From an optimization exercise on the open Yosys and OpenROAD flow, aimed at small area; shortcuts taken in it are not production practice.
Where RTL was checked, it was by simulation tests only, not by an equivalence proof against the original.
The clock input has no modelled driver; a real chip could not lean on it and would need a root buffer or a full tree.
Power and IR drop assume default switching activity.

==> job 273 <==
==> flow/design.v <==
`timescale 1ns / 1ps
module synchronizer #(
    parameter WIDTH = 1
    ) (
    input wire clk,
    input wire [WIDTH-1:0] asynclk,
    output reg [WIDTH-1:0] syn_clk
    );
    reg [WIDTH-1:0] sync1;
always @(posedge clk)
begin
    sync1 <= asynclk;
    syn_clk <= sync1;
end
endmodule
`timescale 1ns / 1ps
module odd_detector(
    input wire clk,
    input wire reset,
    input wire [7:0] integers,
    input wire [7:0] N,
    input wire latch_in,
    output wire [7:0] out_value,
    output wire ready
    );
    wire sync_latch_in;
    wire [7:0] sync_integers;
    wire [7:0] sync_N;
    synchronizer #(.WIDTH(17)) in_sync(
        .clk(clk),
        .asynclk({latch_in, N, integers}),
        .syn_clk({sync_latch_in, sync_N, sync_integers}));
    reg latch_d_reg;         
    reg [7:0] left_reg;      
    reg [7:0] xor_reg;       
    wire latch_edge = sync_latch_in & ~latch_d_reg;
    wire idle = (left_reg == 8'd0);
    wire first = idle & latch_edge;      
    wire [7:0] left_cur = left_reg | (sync_N & {8{first}});
    wire [7:0] left_next = left_cur - {7'd0, latch_edge};
    wire [7:0] xor_next = (xor_reg & ~{8{first}}) ^ (sync_integers & {8{latch_edge}});
    assign out_value = xor_next;
    assign ready = latch_edge & (left_cur == 8'd1);
    always @(posedge clk) begin
        latch_d_reg <= sync_latch_in;
        xor_reg <= xor_next;
    end
    always @(posedge clk) begin
        if (reset)
            left_reg <= 8'd0;
        else
            left_reg <= left_next;
    end
endmodule
==> flow/flow/run.sh <==
#!/bin/bash
# The standard layout (standard.sh) with these changes:
# - synthesis: ABC maps the logic with the area script in area.abc, and Yosys
#   does not extract half/full adders first (ADDER_MAP_FILE empty); the
#   flip-flops are mapped before either step, so they keep the standard
#   synthesis's cells and names;
# - every port gets the smallest buffer, sky130_fd_sc_hd__buf_1;
set -euo pipefail
work=$PWD
flow=$work/flow
export AREA_ABC_SCRIPT=$flow/area.abc
export FLOW_SYNTH_TCL=$work/synth_recipe.tcl
export BUFFER_PORTS_ARGS="-buffer_cell sky130_fd_sc_hd__buf_1"
export CLOCK_TREE_TCL=$flow/clock_tree.tcl
export POST_GLOBAL_PLACE_TCL=$flow/post_gpl.tcl
export PRE_CTS_TCL=$flow/pre_cts.tcl
export CLOCK_PORT_NAME=clk
export CLOCK_BUFFER_CELL=sky130_fd_sc_hd__buf_4
export CLOCK_BUFFER_BIG_CELL=sky130_fd_sc_hd__buf_6
export CLOCK_SLEW_TARGET_NS=0.118
sed -e "s#SYNTH_SCRIPT=[^ ]*#SYNTH_SCRIPT=$flow/synth.tcl ADDER_MAP_FILE=#" standard.sh > run_standard.sh
grep -q "SYNTH_SCRIPT=$flow/synth.tcl ADDER_MAP_FILE=" run_standard.sh
bash run_standard.sh > standard.log 2>&1
==> flow/flow/area.abc <==
strash
&get -n
&st
&dc2
&dc2
&dch -f
&nf -R 1000
&put
==> flow/flow/clock_tree.tcl <==

proc clock_tree_build {} {
  set block [ord::get_db_block]
  set clk_net [$block findNet $::env(CLOCK_PORT_NAME)]
  set master [[ord::get_db] findMaster $::env(CLOCK_BUFFER_CELL)]

  set sinks {}
  foreach iterm [$clk_net getITerms] {
    set loc [[$iterm getInst] getLocation]
    lappend sinks [list [lindex $loc 0] [lindex $loc 1] $iterm]
  }

  # split by x then y, or by y then x: whichever gives the groups the
  # smaller total bounding box half-perimeter
  set groups {}
  set best_hpwl -1
  foreach {first second} {0 1 1 0} {
    set candidate {}
    foreach half [clock_tree_halves $sinks $first] {
      foreach quarter [clock_tree_halves $half $second] { lappend candidate $quarter }
    }
    set hpwl 0
    foreach group $candidate { set hpwl [expr {$hpwl + [clock_tree_hpwl $group]}] }
    if { $best_hpwl < 0 || $hpwl < $best_hpwl } {
      set best_hpwl $hpwl
      set groups $candidate
    }
  }

  set k 0
  foreach group $groups {
    set buf [odb::dbInst_create $block $master clkbuf_leaf_$k]
    set net [odb::dbNet_create $block clknet_leaf_$k]
    $net setSigType CLOCK
    set sx 0
    set sy 0
    foreach sink $group {
      set sx [expr {$sx + [lindex $sink 0]}]
      set sy [expr {$sy + [lindex $sink 1]}]
      set iterm [lindex $sink 2]
      $iterm disconnect
      $iterm connect $net
    }
    [$buf findITerm A] connect $clk_net
    [$buf findITerm X] connect $net
    set n [llength $group]
    $buf setLocation [expr {$sx / $n}] [expr {$sy / $n}]
    $buf setPlacementStatus PLACED
    puts "clock tree: $::env(CLOCK_BUFFER_CELL) clkbuf_leaf_$k drives $n clock pins"
    incr k
  }
}

proc clock_tree_halves { items key } {
  set items [lsort -integer -index $key $items]
  set mid [expr {([llength $items] + 1) / 2}]
  return [list [lrange $items 0 [expr {$mid - 1}]] [lrange $items $mid end]]
}

proc clock_tree_hpwl { group } {
  set xs [lsort -integer [lmap sink $group { lindex $sink 0 }]]
  set ys [lsort -integer [lmap sink $group { lindex $sink 1 }]]
  return [expr {[lindex $xs end] - [lindex $xs 0] + [lindex $ys end] - [lindex $ys 0]}]
}

proc clock_tree_size {} {
  set block [ord::get_db_block]
  set_propagated_clock [all_clocks]
  foreach iterm [[$block findNet $::env(CLOCK_PORT_NAME)] getITerms] {
    set inst [$iterm getInst]
    set pin [get_pins [$inst getName]/X]
    estimate_parasitics -placement
    set slew [get_property $pin slew_max_rise]
    puts "clock tree estimate: [$inst getName] [[$inst getMaster] getName] slew $slew"
    if { $slew > $::env(CLOCK_SLEW_TARGET_NS) } {
      $inst swapMaster [[ord::get_db] findMaster $::env(CLOCK_BUFFER_BIG_CELL)]
      estimate_parasitics -placement
      puts "clock tree estimate: [$inst getName] [[$inst getMaster] getName] slew [get_property $pin slew_max_rise]"
    }
  }
  unset_propagated_clock [all_clocks]
}

if { $::env(CLOCK_TREE_STEP) eq "build" } {
  clock_tree_build
  estimate_parasitics -placement
  do_placement $::global_placement_args
  estimate_parasitics -placement
} else {
  clock_tree_size
  proc clock_tree_synthesis { args } {
    puts "clock_tree_synthesis skipped: the clock tree is already built"
  }
}
==> flow/flow/post_gpl.tcl <==
set ::env(CLOCK_TREE_STEP) build
source $::env(CLOCK_TREE_TCL)
==> flow/flow/pre_cts.tcl <==
set ::env(CLOCK_TREE_STEP) size
source $::env(CLOCK_TREE_TCL)
==> flow/flow/synth.tcl <==
# The standard synthesis, with ABC mapping the logic for area with the
# script in area.abc instead of ORFS's speed script. The flip-flops are mapped
# before ABC runs, so they keep the standard synthesis's cells and names.
proc abc {args} {
  set i [lsearch -exact $args -script]
  if { $i >= 0 } { lset args [expr {$i + 1}] $::env(AREA_ABC_SCRIPT) }
  yosys abc {*}$args
}
source $::env(FLOW_SYNTH_TCL)
==> flow/standard.sh <==
#!/bin/bash
# synth_recipe.tcl (not shown) runs the flow's synth.tcl, then flattens the netlist and writes it again
# the make line also repeats each setting of config.mk as NAME=value (left out here)
make -C /OpenROAD-flow-scripts/flow DESIGN_CONFIG=/design/flow/config.mk WORK_HOME=/design/flow/orfs CLKGATE_MAP_FILE= SYNTH_SCRIPT=/design/flow/synth_recipe.tcl "${@:-finish}"
==> flow/config.mk <==
export PLATFORM = sky130hd
export DESIGN_NAME = odd_detector
export DESIGN_NICKNAME = odd_detector
export VERILOG_FILES = /design/flow/design.v
export SDC_FILE = /design/flow/constraint.sdc
export NUM_CORES = 8
export LEC_CHECK = 0
export CAP_MARGIN = 20
export CORE_MARGIN = 2
export CORE_UTILIZATION = 30
export SLEW_MARGIN = 40
==> flow/constraint.sdc <==
create_clock -name core_clock -period 10.0 [get_ports {clk}]
set_input_delay 2.0000 -clock core_clock [delete_from_list [all_inputs] [get_ports {clk}]]
set_output_delay 2.0000 -clock core_clock [all_outputs]
set_load 0.01 [all_outputs]
==> job 2853 (differences from job 273) <==
--- a/flow/design.v
+++ b/flow/design.v
@@ -32,23 +32,22 @@
         .syn_clk({sync_latch_in, sync_N, sync_integers}));
     reg latch_d_reg;         
-    reg [7:0] left_reg;      
+    reg [7:0] cnt_reg;       
     reg [7:0] xor_reg;       
     wire latch_edge = sync_latch_in & ~latch_d_reg;
-    wire idle = (left_reg == 8'd0);
-    wire first = idle & latch_edge;      
-    wire [7:0] left_cur = left_reg | (sync_N & {8{first}});
-    wire [7:0] left_next = left_cur - {7'd0, latch_edge};
-    wire [7:0] xor_next = (xor_reg & ~{8{first}}) ^ (sync_integers & {8{latch_edge}});
-    assign out_value = xor_next;
-    assign ready = latch_edge & (left_cur == 8'd1);
-    always @(posedge clk) begin
+    wire first = (cnt_reg == 8'd1);
+    wire [7:0] cnt_inc = cnt_reg + 8'd1;
+    wire last = (cnt_reg == sync_N);
+    assign out_value = (first ? 8'h00 : xor_reg) ^ sync_integers;
+    assign ready = latch_edge & last;
+    always @(posedge clk)
         latch_d_reg <= sync_latch_in;
-        xor_reg <= xor_next;
-    end
-    always @(posedge clk) begin
+    always @(posedge clk)
+        if (latch_edge)
+            xor_reg <= out_value;
+    always @(posedge clk, posedge reset) begin
         if (reset)
-            left_reg <= 8'd0;
-        else
-            left_reg <= left_next;
+            cnt_reg <= 8'd1;
+        else if (latch_edge)
+            cnt_reg <= last ? 8'd1 : cnt_inc;
     end
 endmodule
==> flow/flow/run.sh (replaced) <==
#!/bin/bash
# Standard ORFS layout with small port buffers and a lean clock tree.
set -euo pipefail
export BUFFER_PORTS_ARGS="-buffer_cell sky130_fd_sc_hd__buf_1"
export CTS_ARGS="-sink_clustering_enable -repair_clock_nets -dont_use_dummy_load -buf_list sky130_fd_sc_hd__clkbuf_8"
bash standard.sh > standard.log 2>&1
--- a/flow/config.mk
+++ b/flow/config.mk
@@ -8,4 +8,4 @@
 export CAP_MARGIN = 20
 export CORE_MARGIN = 2
-export CORE_UTILIZATION = 30
+export CORE_UTILIZATION = 70
 export SLEW_MARGIN = 40
removed: flow/flow/area.abc
removed: flow/flow/clock_tree.tcl
removed: flow/flow/post_gpl.tcl
removed: flow/flow/pre_cts.tcl
removed: flow/flow/synth.tcl
==> job 130 (differences from job 273) <==
--- a/flow/flow/run.sh
+++ b/flow/flow/run.sh
@@ -18,5 +18,5 @@
 export CLOCK_BUFFER_CELL=sky130_fd_sc_hd__buf_4
 export CLOCK_BUFFER_BIG_CELL=sky130_fd_sc_hd__buf_6
-export CLOCK_SLEW_TARGET_NS=0.118
+export CLOCK_SLEW_TARGET_NS=0.112
 sed -e "s#SYNTH_SCRIPT=[^ ]*#SYNTH_SCRIPT=$flow/synth.tcl ADDER_MAP_FILE=#" standard.sh > run_standard.sh
 grep -q "SYNTH_SCRIPT=$flow/synth.tcl ADDER_MAP_FILE=" run_standard.sh
==> flow/flow/area.abc (replaced) <==
strash
&get -n
&st
&dch -f
&nf -R 1000
&put
--- a/flow/flow/clock_tree.tcl
+++ b/flow/flow/clock_tree.tcl
@@ -11,19 +11,7 @@
   }
 
-  # split by x then y, or by y then x: whichever gives the groups the
-  # smaller total bounding box half-perimeter
   set groups {}
-  set best_hpwl -1
-  foreach {first second} {0 1 1 0} {
-    set candidate {}
-    foreach half [clock_tree_halves $sinks $first] {
-      foreach quarter [clock_tree_halves $half $second] { lappend candidate $quarter }
-    }
-    set hpwl 0
-    foreach group $candidate { set hpwl [expr {$hpwl + [clock_tree_hpwl $group]}] }
-    if { $best_hpwl < 0 || $hpwl < $best_hpwl } {
-      set best_hpwl $hpwl
-      set groups $candidate
-    }
+  foreach half [clock_tree_halves $sinks 0] {
+    foreach quarter [clock_tree_halves $half 1] { lappend groups $quarter }
   }
 
@@ -58,10 +46,4 @@
 }
 
-proc clock_tree_hpwl { group } {
-  set xs [lsort -integer [lmap sink $group { lindex $sink 0 }]]
-  set ys [lsort -integer [lmap sink $group { lindex $sink 1 }]]
-  return [expr {[lindex $xs end] - [lindex $xs 0] + [lindex $ys end] - [lindex $ys 0]}]
-}
-
 proc clock_tree_size {} {
   set block [ord::get_db_block]
==> summary of the runs <==
Cell count, highest first: job 130, job 273, job 2853.
Hold slack, highest first: job 2853, job 130, job 273.
First-iteration DRC count: job 130 is lower than job 2853 (about 16%).
Of job 130 and job 273, job 130 has the higher clock skew (gap 0.0018 ns).
==> figures <==
Status: job 273 complete, no violations; job 130 complete, no violations; job 2853 complete, no violations
Maximum number of pins on one net before global-route repair: job 273 15; job 130 15; job 2853 17
Netlist area before placement: job 273 0.00136 mm2; job 130 0.00137 mm2; job 2853 0.00165 mm2
Synthesized net count: job 273 135; job 130 136; job 2853 144
Post-place setup slack: job 273 5.90 ns; job 130 5.86 ns; job 2853 6.35 ns
FF-to-FF setup slack: job 273 7.75 ns; job 130 7.71 ns; job 2853 8.33 ns
Number of global-route vias before repair: job 273 839; job 130 845; job 2853 862
Detailed-routing wirelength on met1: job 273 940 um; job 130 874 um; job 2853 964 um
GR Layer Usage met3: job 273 0.703%; job 130 1.27%; job 2853 6.00%
Power density cells: job 273 253 mW/mm2; job 130 252 mW/mm2; job 2853 205 mW/mm2
Function not checked in job 2853: the RTL went through the layout flow alone. The clock cells of job 273 and job 130 come from the design's own scripts or RTL, not from TritonCTS.

==> afterwards: timing with drivers on the ports <==
The results above use ideal ports. As a check the final layouts listed here were re-extracted and re-timed, cells and wires unchanged. Step 1, drivers: a clkbuf_16 drives clk and a buf_2 each remaining input, both assumed. Step 2 adds t to the input delays and takes it off the output delays; t is the mean of the earliest and latest rising clock arrival at the registers after step 1. Input paths then give back, and output paths get back, about the clock's delay inside the block. Three values: ideal ports, drivers, drivers and shift; two values: the first two.
run | shift t [ns] | setup WS [ns] | worst register clock-pin slew, ns
job 273 | 0.162 | 6.020 / 5.985 / 6.147 | 0.10 / 0.10
job 2853 | 0.306 | 6.051 / 6.028 / 6.335 | 0.09 / 0.09
job 130 | 0.165 | 5.982 / 5.943 / 6.108 | 0.10 / 0.10
After both steps every run listed still meets setup and hold.
